Background: an optimization exercise with open tools, aiming at small area, a short achievable clock period and few clock cycles per item. Do not read the settings as production practice. Where RTL was checked, it was by simulation tests only, not by an equivalence proof against the original. The flow treats the clock pin as an ideal source, which a real chip does not have.

==> build 17 <==
==> flow/design.v <==
module adler32(
    input clock,
    input rst_n,
    input size_valid,
    input [31:0] size,
    input data_start,
    input [7:0] data,
    output checksum_valid,
    output [31:0] checksum
);
    reg  [7:0]  d_q;       
    reg         ds_q;      
    reg         fa;        
    reg         fb;        
    reg  [31:0] held;      
    reg         held_ok;   
    reg  [31:0] cnt;       
    reg         active;    
    reg         f2;        
    reg  [15:0] A, B;
    reg         vld;
    wire [31:0] zp;        
    pfx_and #(.W(32)) u_zp(.x(~cnt), .y(zp));
    wire [31:0] cnt_dec = cnt ^ zp;
    wire        f1 = active & cnt[0] & ~|cnt[31:1];    
    wire [15:0] a_in = fa ? 16'd0 : A;
    wire [16:0] sa;
    pfx_add #(.W(16)) u_sa(.a(a_in), .b({8'd0, d_q}), .ci(fa), .s(sa));
    wire        ga = sa[16] | (&sa[15:4] & |sa[3:0]);    
    wire [7:0]  la = sa[7:0] + 8'd15;
    wire [15:0] b_in = fb ? 16'd0 : B;
    wire [16:0] xb, yb;
    pfx_add #(.W(16)) u_xb(.a(b_in), .b(A), .ci(1'b0), .s(xb));
    wire [15:0] ys = {b_in[15:4] ^ A[15:4], ~(b_in[3:0] ^ A[3:0])};
    wire [15:0] yc = {b_in[14:4] & A[14:4], b_in[3:0] | A[3:0], 1'b0};
    wire        y16c = b_in[15] & A[15];
    wire [16:0] ysum;
    pfx_add #(.W(16)) u_yb(.a(ys), .b(yc), .ci(1'b0), .s(ysum));
    wire        gb = ysum[16] | y16c;
    always @(posedge clock) begin
        d_q  <= f1 ? 8'd0 : data;
        ds_q <= data_start & rst_n;
        fa   <= ds_q;
        fb   <= fa;
        if (size_valid)
            held <= size;
        if (!rst_n) begin
            held_ok <= 1'b0;
            active  <= 1'b0;
            f2      <= 1'b0;
            vld     <= 1'b0;
        end else begin
            if (size_valid)
                held_ok <= 1'b1;
            if (ds_q)
                active <= held_ok;
            else if (f1)
                active <= 1'b0;
            f2  <= f1;
            vld <= f2;
        end
        cnt <= ds_q ? held : cnt_dec;
        A <= ga ? {8'd0, la} : sa[15:0];
        B <= gb ? ysum[15:0] : xb[15:0];
    end
    assign checksum_valid = vld;
    assign checksum = {B, A};
endmodule
module pfx_and #(parameter W = 32) (
    input  [W-1:0] x,
    output [W-1:0] y
);
    localparam L = $clog2(W);
    wire [W-1:0] t [0:L];
    assign t[0] = x;
    genvar l, i;
    generate
        for (l = 0; l < L; l = l + 1) begin : lv
            for (i = 0; i < W; i = i + 1) begin : bt
                if ((i >> l) & 1)
                    assign t[l+1][i] = t[l][i] & t[l][((i >> l) << l) - 1];
                else
                    assign t[l+1][i] = t[l][i];
            end
        end
    endgenerate
    assign y = {t[L][W-2:0], 1'b1};
endmodule
module pfx_add #(parameter W = 16) (
    input  [W-1:0] a,
    input  [W-1:0] b,
    input          ci,
    output [W:0]   s
);
    localparam L = $clog2(W + 1);
    wire [W:0] p0 = {a ^ b, 1'b0};
    wire [W:0] g [0:L];
    wire [W:0] p [0:L];
    assign g[0] = {a & b, ci};
    assign p[0] = p0;
    genvar l, i;
    generate
        for (l = 0; l < L; l = l + 1) begin : lv
            for (i = 0; i <= W; i = i + 1) begin : bt
                if ((i >> l) & 1) begin
                    assign g[l+1][i] = g[l][i] | (p[l][i] & g[l][((i >> l) << l) - 1]);
                    assign p[l+1][i] = p[l][i] & p[l][((i >> l) << l) - 1];
                end else begin
                    assign g[l+1][i] = g[l][i];
                    assign p[l+1][i] = p[l][i];
                end
            end
        end
    endgenerate
    assign s = {g[L][W], p0[W:1] ^ g[L][W-1:0]};
endmodule
==> flow/run.sh <==
#!/bin/bash
# synth_recipe.tcl (not shown) runs the flow's synth.tcl, then flattens the netlist and writes it again
# the make line also repeats each setting of config.mk as NAME=value (left out here)
make -C /OpenROAD-flow-scripts/flow DESIGN_CONFIG=/design/flow/config.mk WORK_HOME=/design/flow/orfs CLKGATE_MAP_FILE= SYNTH_SCRIPT=/design/flow/synth_recipe.tcl finish
==> flow/config.mk <==
export PLATFORM = sky130hd
export DESIGN_NAME = adler32
export DESIGN_NICKNAME = adler32
export VERILOG_FILES = /design/flow/design.v
export SDC_FILE = /design/flow/constraint.sdc
export NUM_CORES = 4
export LEC_CHECK = 0
export ABC_CLOCK_PERIOD_IN_PS = 2500
export CAP_MARGIN = 20
export CORE_MARGIN = 2
export CORE_UTILIZATION = 40
export SETUP_SLACK_MARGIN = 4.8
export SLEW_MARGIN = 20
==> flow/constraint.sdc <==
create_clock -name core_clock -period 7.5 [get_ports {clock}]
set_input_delay 1.5000 -clock core_clock [delete_from_list [all_inputs] [get_ports {clock}]]
set_output_delay 1.5000 -clock core_clock [all_outputs]
set_load 0.01 [all_outputs]
==> trial 30: changes against build 17 <==
==> flow/design.v, changed modules only <==
module adler32(
    input clock,
    input rst_n,
    input size_valid,
    input [31:0] size,
    input data_start,
    input [7:0] data,
    output checksum_valid,
    output [31:0] checksum
);
    reg  [7:0]  d_q;       
    reg         ds_q;      
    reg         fa;        
    reg  [31:0] held;      
    reg         held_ok;   
    reg  [31:0] cnt;       
    reg         active;    
    reg         f2;        
    reg  [15:0] A, B;
    reg         vld;
    wire [31:0] cnt_nx;
    wire [7:0]  zb;        
    wire [7:0]  wz;        
    assign wz[0] = 1'b1;
    assign wz[1] = zb[0];
    assign wz[2] = &zb[1:0];
    assign wz[3] = &zb[2:0];
    assign wz[4] = &zb[3:0];
    assign wz[5] = wz[4] & zb[4];
    assign wz[6] = wz[4] & (&zb[5:4]);
    assign wz[7] = wz[4] & (&zb[6:4]);
    genvar k;
    generate
        for (k = 0; k < 8; k = k + 1) begin : cb
            cnt_blk u_b(.c(cnt[4*k+3:4*k]), .h(held[4*k+3:4*k]), .ld(ds_q),
                        .w(wz[k]), .n(cnt_nx[4*k+3:4*k]), .z(zb[k]));
        end
    endgenerate
    wire f1 = active & cnt[0] & ~|cnt[3:1] & (&zb[7:1]);    
    wire [15:0] a_in = fa ? 16'd0 : A;
    wire [8:0]  sl = a_in[7:0] + d_q + fa;
    wire [7:0]  ah1 = a_in[15:8] + 8'd1;
    wire        hff = &a_in[15:8];
    wire        hfe = (a_in[15:8] == 8'hFE);
    wire        lge = &sl[7:4] & |sl[3:0];                   
    wire        ga = sl[8] ? (hff | (hfe & lge)) : (hff & lge);   
    wire [7:0]  la = sl[7:0] + 8'd15;
    wire [15:0] a_nx = ga ? {8'd0, la} : {sl[8] ? ah1 : a_in[15:8], sl[7:0]};
    wire [16:0] xb = B + A;
    wire        nz = |xb[3:0];
    wire        gb = xb[16] | (&xb[15:4] & nz);
    wire [15:0] yb = {xb[15:4] + {11'd0, nz}, xb[3:0] - 4'd1};
    wire [15:0] b_nx = gb ? yb : xb[15:0];
    always @(posedge clock) begin
        d_q  <= f1 ? 8'd0 : data;
        ds_q <= data_start & rst_n;
        fa   <= ds_q;
        if (size_valid)
            held <= size;
        if (!rst_n) begin
            held_ok <= 1'b0;
            active  <= 1'b0;
            f2      <= 1'b0;
            vld     <= 1'b0;
        end else begin
            if (size_valid)
                held_ok <= 1'b1;
            if (ds_q)
                active <= held_ok;
            else if (f1)
                active <= 1'b0;
            f2  <= f1;
            vld <= f2;
        end
        cnt <= cnt_nx;
        A <= a_nx;
        B <= fa ? 16'd0 : b_nx;
    end
    assign checksum_valid = vld;
    assign checksum = {B, A};
endmodule
module cnt_blk(
    input  [3:0] c,
    input  [3:0] h,
    input        ld,
    input        w,
    output [3:0] n,
    output       z
);
    wire [3:0] t = {w & ~|c[2:0], w & ~|c[1:0], w & ~c[0], w};
    assign n = ld ? h : c ^ t;
    assign z = ~|c;
endmodule
// module pfx_and removed
// module pfx_add removed
==> flow/flow/run.sh (new file) <==
#!/bin/bash
# Standard layout, with these changes to how it is made:
#  - plain buffers (buf_2) on the ports;
#  - the full and half adder cells are added to the don't-use list, so that
#    synthesis maps adders to plain gates (faster after timing repair);
#  - after clock tree synthesis, one more setup repair pass aims at a tighter
#    slack margin (flow/post_cts.tcl).
set -o pipefail
export BUFFER_PORTS_ARGS="-buffer_cell sky130_fd_sc_hd__buf_2"
BASE=$(make -s -C "$FLOW_HOME" DESIGN_CONFIG="$PWD/config.mk" WORK_HOME="$PWD/orfs" print-DONT_USE_CELLS 2>/dev/null | sed -n 's/^DONT_USE_CELLS: //p')
DU="$BASE sky130_fd_sc_hd__fa_1 sky130_fd_sc_hd__fa_2 sky130_fd_sc_hd__fa_4 sky130_fd_sc_hd__ha_1 sky130_fd_sc_hd__ha_2 sky130_fd_sc_hd__ha_4"
bash standard.sh "DONT_USE_CELLS=$DU" "POST_CTS_TCL=$PWD/flow/post_cts.tcl" finish > standard.log 2>&1
==> flow/flow/post_cts.tcl (new file) <==
# Extra setup repair after clock tree synthesis, aiming past the flow's margin.
repair_timing -setup -setup_margin 5.3 -repair_tns 100 -verbose
detailed_placement
check_placement -verbose
==> flow/standard.sh (new file) <==
#!/bin/bash
# synth_recipe.tcl (not shown) runs the flow's synth.tcl, then flattens the netlist and writes it again
# the make line also repeats each setting of config.mk as NAME=value (left out here)
make -C /OpenROAD-flow-scripts/flow DESIGN_CONFIG=/design/flow/config.mk WORK_HOME=/design/flow/orfs CLKGATE_MAP_FILE= SYNTH_SCRIPT=/design/flow/synth_recipe.tcl "${@:-finish}"
==> flow/config.mk (replaced) <==
export PLATFORM = sky130hd
export DESIGN_NAME = adler32
export DESIGN_NICKNAME = adler32
export VERILOG_FILES = /design/flow/design.v
export SDC_FILE = /design/flow/constraint.sdc
export NUM_CORES = 4
export LEC_CHECK = 0
export ABC_AREA = 1
export CAP_MARGIN = 20
export CORE_MARGIN = 2
export CORE_UTILIZATION = 50
export CTS_BUF_LIST = sky130_fd_sc_hd__clkbuf_4 sky130_fd_sc_hd__clkbuf_8
export SETUP_SLACK_MARGIN = 5
export SLEW_MARGIN = 20
removed: flow/run.sh
==> build 60: changes against build 17 <==
==> flow/design.v, changed modules only <==
module adler32(
    input clock,
    input rst_n,
    input size_valid,
    input [31:0] size,
    input data_start,
    input [7:0] data,
    output checksum_valid,
    output [31:0] checksum
);
    reg  [7:0]  d_q;       
    reg         ds_q;      
    reg         fa;        
    reg  [31:0] held;      
    reg         held_ok;   
    reg  [31:0] cnt;       
    reg         active;    
    reg         f2;        
    reg  [15:0] A, B;
    reg         vld;
    wire f1 = active & (cnt == 32'd1);    
    wire [15:0] a_in = fa ? 16'd0 : A;
    wire [8:0]  sl = a_in[7:0] + d_q + fa;
    wire [7:0]  ah1 = a_in[15:8] + 8'd1;
    wire        hff = &a_in[15:8];
    wire        hfe = (a_in[15:8] == 8'hFE);
    wire        lge = &sl[7:4] & |sl[3:0];                   
    wire        ga = sl[8] ? (hff | (hfe & lge)) : (hff & lge);   
    wire [7:0]  la = sl[7:0] + 8'd15;
    wire [15:0] a_nx = ga ? {8'd0, la} : {sl[8] ? ah1 : a_in[15:8], sl[7:0]};
    wire [16:0] xb = B + A;
    wire        nz = |xb[3:0];
    wire        gb = xb[16] | (&xb[15:4] & nz);
    wire [15:0] yb = {xb[15:4] + {11'd0, nz}, xb[3:0] - 4'd1};
    wire [15:0] b_nx = gb ? yb : xb[15:0];
    always @(posedge clock) begin
        d_q  <= f1 ? 8'd0 : data;
        ds_q <= data_start & rst_n;
        fa   <= ds_q;
        if (size_valid)
            held <= size;
        if (!rst_n) begin
            held_ok <= 1'b0;
            active  <= 1'b0;
            f2      <= 1'b0;
            vld     <= 1'b0;
        end else begin
            if (size_valid)
                held_ok <= 1'b1;
            if (ds_q)
                active <= held_ok;
            else if (f1)
                active <= 1'b0;
            f2  <= f1;
            vld <= f2;
        end
        cnt <= ds_q ? held : cnt - 32'd1;
        A <= a_nx;
        B <= fa ? 16'd0 : b_nx;
    end
    assign checksum_valid = vld;
    assign checksum = {B, A};
endmodule
// module pfx_and removed
// module pfx_add removed
==> flow/flow/run.sh (new file) <==
#!/bin/bash
# Standard layout, with plain buffers on the ports.
export BUFFER_PORTS_ARGS="-buffer_cell sky130_fd_sc_hd__buf_2"
bash standard.sh > standard.log 2>&1
==> flow/standard.sh (new file) <==
#!/bin/bash
# synth_recipe.tcl (not shown) runs the flow's synth.tcl, then flattens the netlist and writes it again
# the make line also repeats each setting of config.mk as NAME=value (left out here)
make -C /OpenROAD-flow-scripts/flow DESIGN_CONFIG=/design/flow/config.mk WORK_HOME=/design/flow/orfs CLKGATE_MAP_FILE= SYNTH_SCRIPT=/design/flow/synth_recipe.tcl "${@:-finish}"
==> flow/config.mk (replaced) <==
export PLATFORM = sky130hd
export DESIGN_NAME = adler32
export DESIGN_NICKNAME = adler32
export VERILOG_FILES = /design/flow/design.v
export SDC_FILE = /design/flow/constraint.sdc
export NUM_CORES = 4
export LEC_CHECK = 0
export ABC_AREA = 1
export CAP_MARGIN = 0
export CORE_MARGIN = 2
export CORE_UTILIZATION = 40
export CTS_BUF_LIST = sky130_fd_sc_hd__clkbuf_4 sky130_fd_sc_hd__clkbuf_8
export SETUP_SLACK_MARGIN = 4.8
export SLEW_MARGIN = 0
removed: flow/run.sh
==> summary.log <==
INFO  setup_path     reg_to_reg_slack_setup=4030ps
INFO  finish         nMultiInputCombCells=439
INFO  setup_path     critPathRequiredTime=7790ps
INFO  place          detailedPlacementHpwl=8.94mm
INFO  grt            grt_use_met3=4.34%
INFO  setup_path     cpLargestDelayFamily=adder cells
INFO  clocking       post_cts_hold_buffer_count=0
INFO  power_and_ir_drop power_frac_clock=16.8%
INFO  outcome        status=finished clean
[end of results for build 17]
==> summary.log <==
INFO  power_and_ir_drop power_frac_clock=11.3%
INFO  outcome        status=finished clean
INFO  finish         nMultiInputCombCells=656
INFO  setup_path     reg_to_reg_slack_setup=5220ps
INFO  place          placer_congestion_estimate=0.927
INFO  grt            grt_use_met3=5.17%
INFO  setup_path     cpLargestDelayFamily=flip-flops
INFO  floorplanning  initial_utilization=51.2%
[end of results for trial 30]
==> summary.log <==
INFO  clocking       post_cts_hold_buffer_count=0
INFO  setup_path     reg_to_reg_slack_setup=4920ps
INFO  place          detailedPlacementHpwl=11.1mm
INFO  power_and_ir_drop power_frac_clock=12.9%
INFO  finish         nMultiInputCombCells=630
INFO  setup_path     critPathRequiredTime=6000ps
INFO  grt            grt_use_met3=2.31%
INFO  outcome        status=finished clean
INFO  setup_path     cpLargestDelayFamily=flip-flops
[end of results for build 60]
Testbench counts of trial 30, summed over its fixed seeds: cycles 572,122, bytes 568,898.
Testbench counts of build 60, summed over its fixed seeds: cycles 572,122, bytes 568,898.
Function not checked in build 17: the RTL went through the layout flow alone.

[separate check: timing with driven ports]
Ports are ideal in the flow. The routed layouts listed here were re-timed in OpenROAD. Step 1 sets driving cells, clkbuf_16 on the clock port and buf_2 on the other inputs (assumed; they add their load-dependent delay and slew). Step 2 times the ports against the registers' clock, not the clock port: input delays grow and output delays shrink by t, the midpoint of the rising clock arrivals with the driver on. Three values: ideal, step 1, step 2; two values: the first two.
run	t (ns)	setup WS [ns]	hold WS [ns]
build 17	0.395	4.034 / 4.034 / 4.034	0.442 / 0.442 / 0.442
trial 30	0.426	5.110 / 5.070 / 5.061	0.424 / 0.424 / 0.424
build 60	0.420	4.905 / 4.869 / 4.922	0.418 / 0.418 / 0.418
After both steps every run listed still meets setup and hold. For trial 30, which loses most, drivers alone change the setup slack by -0.040 ns; drivers and shift together by -0.049 ns.
